This design comes from an exercise in tuning for small area on the open sky130 flow, not from production work. The RTL was checked by simulation tests, not by an equivalence proof against the original design. Power and IR drop assume default switching activity.

## flow/design.v (module list and top-level ports; edited modules follow where they fit)
// module gci_std_display_font: 875 lines
// module gci_std_display_character: 122 lines
module gci_std_display_character #(
		parameter P_AREA_H = 640,
		parameter P_AREA_V = 480,
		parameter P_AREAA_HV_N = 19,
		parameter P_MEM_ADDR_N = 23
	)(
		input wire iCLOCK,
		input wire inRESET,
		input wire iRESET_SYNC,
		input wire iIF_VALID,
		output wire oIF_BUSY,
		input wire [13:0] iIF_ADDR,	 
		input wire [31:0] iIF_DATA,
		output wire oIF_FINISH,
		output wire oIF_VALID,
		input wire iIF_BUSY,
		output wire [P_MEM_ADDR_N-1:0] oIF_ADDR,
		output wire [23:0] oIF_DATA
	);
  // ...
==> flow/flow/run.sh <==
#!/bin/bash
# Own flow: the standard flow, with the standard synthesis netlist's combinational
# logic re-mapped by an area-oriented ABC script before floorplanning.
set -euo pipefail
W=$(pwd)
R=$W/orfs/results/$FLOW_PLATFORM/gci_std_display_character/base
YOSYS=yosys
if ! command -v yosys >/dev/null 2>&1; then YOSYS=$FLOW_HOME/../tools/install/yosys/bin/yosys; fi
bash standard.sh synth > $W/std_synth.log 2>&1
cp $R/1_2_yosys.v $W/std_1_2_yosys.v
REMAP_LIB=$FLOW_HOME/platforms/$FLOW_PLATFORM/lib/sky130_fd_sc_hd__tt_025C_1v80.lib \
REMAP_COMBMAP=$W/flow/combmap.v REMAP_IN=$W/std_1_2_yosys.v REMAP_TOP=$FLOW_TOP \
REMAP_SCRIPT=$W/flow/area.abc REMAP_STAT=$W/remap_stat.txt REMAP_OUT=$W/remap.v \
  $YOSYS -c $W/flow/remap.tcl > $W/remap.log 2>&1
# The registers must be the standard synthesis's, same names and cell types.
python3 $W/flow/same_regs.py $W/std_1_2_yosys.v $W/remap.v > $W/same_regs.log 2>&1
cp $W/remap.v $R/1_2_yosys.v
touch $R/1_2_yosys.v
bash standard.sh finish > $W/std_finish.log 2>&1
==> flow/flow/area.abc <==
strash
balance -l
resub -K 6 -l
rewrite -l
resub -K 6 -N 2 -l
refactor -l
resub -K 8 -l
balance -l
resub -K 8 -N 2 -l
rewrite -l
resub -K 10 -l
rewrite -z -l
resub -K 10 -N 2 -l
balance -l
resub -K 12 -l
refactor -z -l
resub -K 12 -N 2 -l
rewrite -z -l
balance -l
balance -l
resub -K 6 -l
rewrite -l
resub -K 6 -N 2 -l
refactor -l
resub -K 8 -l
balance -l
resub -K 8 -N 2 -l
rewrite -l
resub -K 10 -l
rewrite -z -l
resub -K 10 -N 2 -l
balance -l
resub -K 12 -l
refactor -z -l
resub -K 12 -N 2 -l
rewrite -z -l
balance -l
dch
map -a
mfs2 -a
strash
dch
map -a
topo
==> flow/flow/remap.tcl <==
# Re-map the combinational logic of the standard synthesis netlist for area.
# Registers (and any cell without a model in combmap.v) are kept as they are.
yosys -import
set lib $::env(REMAP_LIB)
read_liberty -lib $lib
read_verilog -defer $::env(REMAP_COMBMAP)
read_verilog $::env(REMAP_IN)
hierarchy -top $::env(REMAP_TOP)
techmap -map $::env(REMAP_COMBMAP)
techmap
opt -fast
opt_clean
abc -script $::env(REMAP_SCRIPT) -liberty $lib -dont_use *lpflow* -dont_use *probe*
splitnets
opt_clean -purge
hilomap -singleton -hicell sky130_fd_sc_hd__conb_1 HI -locell sky130_fd_sc_hd__conb_1 LO
insbuf -buf sky130_fd_sc_hd__buf_4 A X
check -assert -mapped
tee -o $::env(REMAP_STAT) stat -liberty $lib
write_verilog -noattr -nohex -nodec $::env(REMAP_OUT)
==> flow/flow/same_regs.py <==
import re, sys
def regs(path):
    s=open(path).read()
    out=set()
    for m in re.finditer(r'\b(sky130_fd_sc_hd__(?:df|edf|sdf|sedf|dl)\w*)\s+(\\\S+|\w+)\s*\(', s):
        out.add((m.group(1), m.group(2)))
    return out
a=regs(sys.argv[1]); b=regs(sys.argv[2])
print(len(a), "registers in the standard netlist,", len(b), "in the re-mapped one")
if a!=b:
    print("differ:", sorted(a^b)); sys.exit(1)
print("same")
==> flow/standard.sh <==
#!/bin/bash
# synth_recipe.tcl (not shown) runs the flow's synth.tcl, then flattens the netlist and writes it again
# the make line also repeats each setting of config.mk as NAME=value (left out here)
make -C /OpenROAD-flow-scripts/flow DESIGN_CONFIG=/design/flow/config.mk WORK_HOME=/design/flow/orfs CLKGATE_MAP_FILE= SYNTH_SCRIPT=/design/flow/synth_recipe.tcl "${@:-finish}"
==> flow/config.mk <==
export PLATFORM = sky130hd
export DESIGN_NAME = gci_std_display_character
export DESIGN_NICKNAME = gci_std_display_character
export VERILOG_FILES = /design/flow/design.v
export SDC_FILE = /design/flow/constraint.sdc
export NUM_CORES = 4
export LEC_CHECK = 0
export CAP_MARGIN = 20
export CORE_MARGIN = 2
export CORE_UTILIZATION = 30
export PLACE_DENSITY = 0.45
export SLEW_MARGIN = 20
export SYNTH_MEMORY_MAX_BITS = 32768
==> flow/constraint.sdc <==
create_clock -name core_clock -period 10.0 [get_ports {iCLOCK}]
set_input_delay 2.0000 -clock core_clock [delete_from_list [all_inputs] [get_ports {iCLOCK}]]
set_output_delay 2.0000 -clock core_clock [all_outputs]
set_load 0.01 [all_outputs]
Not shown: flow/flow/combmap.v
==> flow_metrics.py, run 1 <==
metrics = {
    "critical_path": {
        "crit_arrival_ns": 7.15,
        "critPathMaxFanout": 12,
        "critPathSlowestCell": "dfxtp_1",
        "path_depth": 19,
        "crit_type": "register to primary output",
        "critical-path-top-delay-family": "simple AND/OR/NAND/NOR gates",
    },
    "run_status": {
        "status": "no timing/DRC/antenna violations",
    },
    "cts": {
        "cts_made_buffers": 5,
        "clk_latency_ns": 0.29,
        "cts_tree": "built",
    },
    "cells_and_area": {
        "stdcell_area_um2": 9060,
        "multi_input_area_share": 0.550,
        "multi_input_comb_cells": 977,
        "largest_reg_flops": 14,
        "clkbuf_count": 5,
        "multi_input_area_um2": 4980,
        "largest_register": "b_base",
        "syn2layout_area_growth_pct": 23.0,
        "seq_share": 0.167,
        "antenna_cells": 2,
    },
    "global_route": {
        "top_usage_layer": "met2",
        "grt_usage": 0.475,
        "grt_pass1_vias": 11100,
        "grt_antenna_before_repair": 3,
    },
    "placed_design": {
        "dpl.hpwl_um": 46400,
        "dp.cells": 1671,
    },
    "min_path": {
        "hold_path_end": "b_pixel[2]$_SDFFE_PN0P_",
        "worstHoldPathCells": 2,
    },
    "sta": {
        "max_freq_mhz": 109,
        "hold_ws_ns": 0.682,
        "fin_skew_ns": 0.00478,
        "worst_slew_pin_slew_ns": 1.25,
        "rsz0062_at_grt": "false",
    },
    "routing": {
        "wl_met3_um": 11600,
        "drc": 0,
        "drt_iter0_markers": 2585,
    },
    "pwr": {
        "seq-power_mw": 0.266,
        "swShare": 0.433,
        "pwr-share-comb": 0.499,
    },
    "synthesis": {
        "synthCells": 1228,
    },
    "floorplan": {
        "tap_cells": 324,
    },
}
==> run 2: changes to the inputs <==
--- a/flow/flow/run.sh
+++ b/flow/flow/run.sh
@@ -16,4 +16,5 @@
 python3 $W/flow/same_regs.py $W/std_1_2_yosys.v $W/remap.v > $W/same_regs.log 2>&1
 cp $W/remap.v $R/1_2_yosys.v
 touch $R/1_2_yosys.v
-bash standard.sh finish > $W/std_finish.log 2>&1
+# Port buffers: the smallest buffer instead of the delay cell the resizer picks.
+bash standard.sh finish "BUFFER_PORTS_ARGS=-buffer_cell sky130_fd_sc_hd__buf_1" > $W/std_finish.log 2>&1
--- a/flow/config.mk
+++ b/flow/config.mk
@@ -5,9 +5,10 @@
 export SDC_FILE = /design/flow/constraint.sdc
 export NUM_CORES = 4
 export LEC_CHECK = 0
+export ABC_AREA = 1
 export CAP_MARGIN = 20
 export CORE_MARGIN = 2
-export CORE_UTILIZATION = 30
-export PLACE_DENSITY = 0.45
+export CORE_UTILIZATION = 40
+export PLACE_DENSITY = 0.5
 export SLEW_MARGIN = 20
 export SYNTH_MEMORY_MAX_BITS = 32768
==> flow_metrics.py, run 2 <==
metrics = {
    "global_route": {
        "grt_overflow": 0,
        "top_usage_layer": "met2",
        "grt_max_degree": 49,
        "grt_usage": 0.526,
        "grt_pass1_wl_um": 68800,
        "grt_pass1_vias": 10100,
        "grt_use_met3": 0.299,
        "grt_antenna_before_repair": 7,
        "use_met1": 0.603,
        "grt.met2_usage": 0.704,
    },
    "critical_path": {
        "endpoint_kind": "primary output",
        "critPathMaxFanout": 24,
        "start_kind": "register",
        "critPathRequiredTime_ns": 8.00,
        "reg2reg_slack_ns": 7.54,
        "crit_type": "register to primary output",
        "crit_arrival_ns": 6.04,
    },
    "cts": {
        "cts_root_buffer": "clkbuf_16",
        "htreeDepth": 2,
        "cts_setup_buffers": 0,
        "clk_latency_ns": 0.30,
        "cts_hold_buf": 0,
        "cts_tree": "built",
        "cts_made_buffers": 5,
        "cts_resized": 0,
        "clk_pin_slew_ns": 0.07,
        "clock_sinks": 53,
        "cts_max_path_buffers": 2,
    },
    "sta": {
        "finalWorstPathRequiredPeriod_ns": 8.04,
        "finalHoldViolCount": 0,
        "rsz0062_at_grt": "false",
        "max-slew-margin-rel": 0.263,
        "slew_violations": 0,
        "worst_slew_pin_slew_ns": 1.10,
        "post-route-period-util": 0.804,
        "fin_setup_tns_ns": 0,
        "setup_viol": 0,
        "max_freq_mhz": 124,
        "fin_skew_ns": 0.0110,
        "hold_ws_ns": 0.632,
    },
    "cells_and_area": {
        "drive_above_1_share": 0.0546,
        "largest_register": "b_base",
        "reg_top3": "b_base: 14 flops, b_back: 12 flops, b_fore: 12 flops",
        "nFillCells": 1829,
        "stdcell_area_um2": 7910,
        "largest_reg_flops": 14,
        "multi_input_area_um2": 4730,
        "register_area_um2": 1520,
        "final_cell_mix": "nor2_1, clkinv_1, nand2_1, a21oi_1, o21ai_0",
        "syn2layout_area_growth_pct": 12.4,
        "final_common_cell": "nor2_1",
        "final_cells": 1510,
        "final_nets": 1332,
    },
    "routing": {
        "finalWirelength_um": 49400,
        "first_pass_iters": 11,
        "via_per_inst": 7.27,
        "drt_iter0_markers": 2586,
        "wire_per_inst_um": 32.7,
        "drc": 0,
        "ant_nets": 0,
        "vias": 11000,
    },
    "placed_design": {
        "placed_cell_area_um2": 7740,
        "finalWeightedCongestion": 1.16,
        "dp.cells": 1499,
        "dpl.hpwl_um": 34900,
        "portBuffers": 96,
    },
    "pwr": {
        "p_per_area_nw_per_um2": 108,
        "fin_total_pwr_mw": 0.856,
        "power_leakage_nw": 2.82,
        "peakVddDrop_mv": 0.152,
    },
    "synthesis": {
        "synthCells": 1169,
        "syn-cell-area_um2": 7040,
        "yosysWarnings": 2,
        "synth.avg_cell_area_um2": 6.02,
    },
    "floorplan": {
        "dieArea_um2": 18700,
        "initial_core_util": 0.408,
        "fp.dieH_um": 137,
        "io_pins": 101,
        "die_w_um": 137,
        "rows": 48,
        "core_area_um2": 17200,
    },
    "run_status": {
        "status": "no timing/DRC/antenna violations",
    },
    "min_path": {
        "hold_class": "register to register",
    },
    "run": {
        "drv_cap": 0,
    },
}
run 2: changes by cell type in the layout (fill, tap and decap cells not counted), sizes merged, moves of 15 or more:
cell | previous run | this run
clkdlybuf4s50 | 96 | 0
buf | 54 | 136
nor2 | 306 | 268
a21oi | 89 | 117
a31oi | 42 | 18
nand2 | 121 | 143
clkinv | 166 | 151
run 2: critical path, stage by stage (launching register included):
cell	delay (ns)
dfxtp_1	0.30
buf_4	0.23
nor2_1	0.19
clkinv_1	0.34
nor2_1	0.46
clkinv_1	0.31
nand2_1	0.25
clkinv_1	0.29
nor2_1	0.45
nor2_1	0.19
clkinv_1	0.17
nor2_1	0.10
a21oi_1	0.18
o21ai_0	0.30
nand4_1	0.17
a21oi_1	0.09
o221ai_1	0.28
nand4_1	0.13
nand3_1	0.09
a21oi_1	0.07
a31o_2	0.22
a22oi_1	0.16
buf_4	0.25
mux2_2	0.38
buf_1	0.14
run 2: report_power, final:
part           internal, mW  leakage, nW  switching (mW)
Clock                0.0959       0.0763          0.0816
Combinational         0.115         2.22           0.299
Sequential            0.256        0.522         0.00905
Total                 0.466         2.82           0.390
run 2: cell type report:
cell class	count	share of cell area
Inverter	151	0.0716
Timing Repair Buffer	136	0.0835
Tap cell	225	0.0356
Clock buffer	5	0.0158
Multi-Input combinational cell	934	0.597
Antenna cell	3	0.000949
Sequential cell	53	0.192
Clock inverter	3	0.00364
run 2: final timing paths:
kind                                    startpoint                       to  cells after the start
hold / removal             b_pixel[4]$_SDFFE_PN0P_  b_pixel[4]$_SDFFE_PN0P_                      2
max in group asynchronous                  inRESET         b_busy$_DFF_PN0_                      1
setup reg to reg                  b_busy$_DFF_PN0_  b_pixel[5]$_SDFFE_PN0P_                      7
setup / recovery           b_pixel[6]$_SDFFE_PN0P_              oIF_DATA[0]                     24
hold reg to reg            b_pixel[4]$_SDFFE_PN0P_  b_pixel[4]$_SDFFE_PN0P_                      2
min in group asynchronous                  inRESET         b_busy$_DFF_PN0_                      1
run 2: through the flow:
step                      worst slack [ns]  utilization
after floorplan                       2.47            -
after global placement                2.54        0.449
after detailed placement              2.70        0.449
after CTS                             2.37        0.458
after global routing                  1.99        0.459
final                                 1.96        0.459
run 2: layer usage:
layer / up-vias / share of wire
met2: 1280 / 0.37
met4: 6 / 0.12
met3: 450 / 0.18
met5: - / 0.0013
li1: 4373 / -
met1: 4872 / 0.33

port drivers added, routing unchanged:
The results above use ideal ports. As a check the final layouts listed here were re-extracted and re-timed, cells and wires unchanged.
Step 1: set_driving_cell puts a clkbuf_16 on iCLOCK and a buf_2 on each other input, an assumption about the parent block.
Step 2 adds t to the input delays and takes it off the output delays; t is the mean of the earliest and latest rising clock arrival at the registers after step 1. Input paths then give back, and output paths get back, about the clock's delay inside the block.
a / b / c = ideal ports / drivers / drivers and shift; a / b = the first two.
run | t (ns) | slack for setup (ns) | worst slew at a driven data input, ns
run 1 | 0.327 | 0.848 / 0.812 / 1.139 | 0.05
run 2 | 0.335 | 1.965 / 1.926 / 2.261 | 0.04
After both steps every run listed still meets setup and hold.
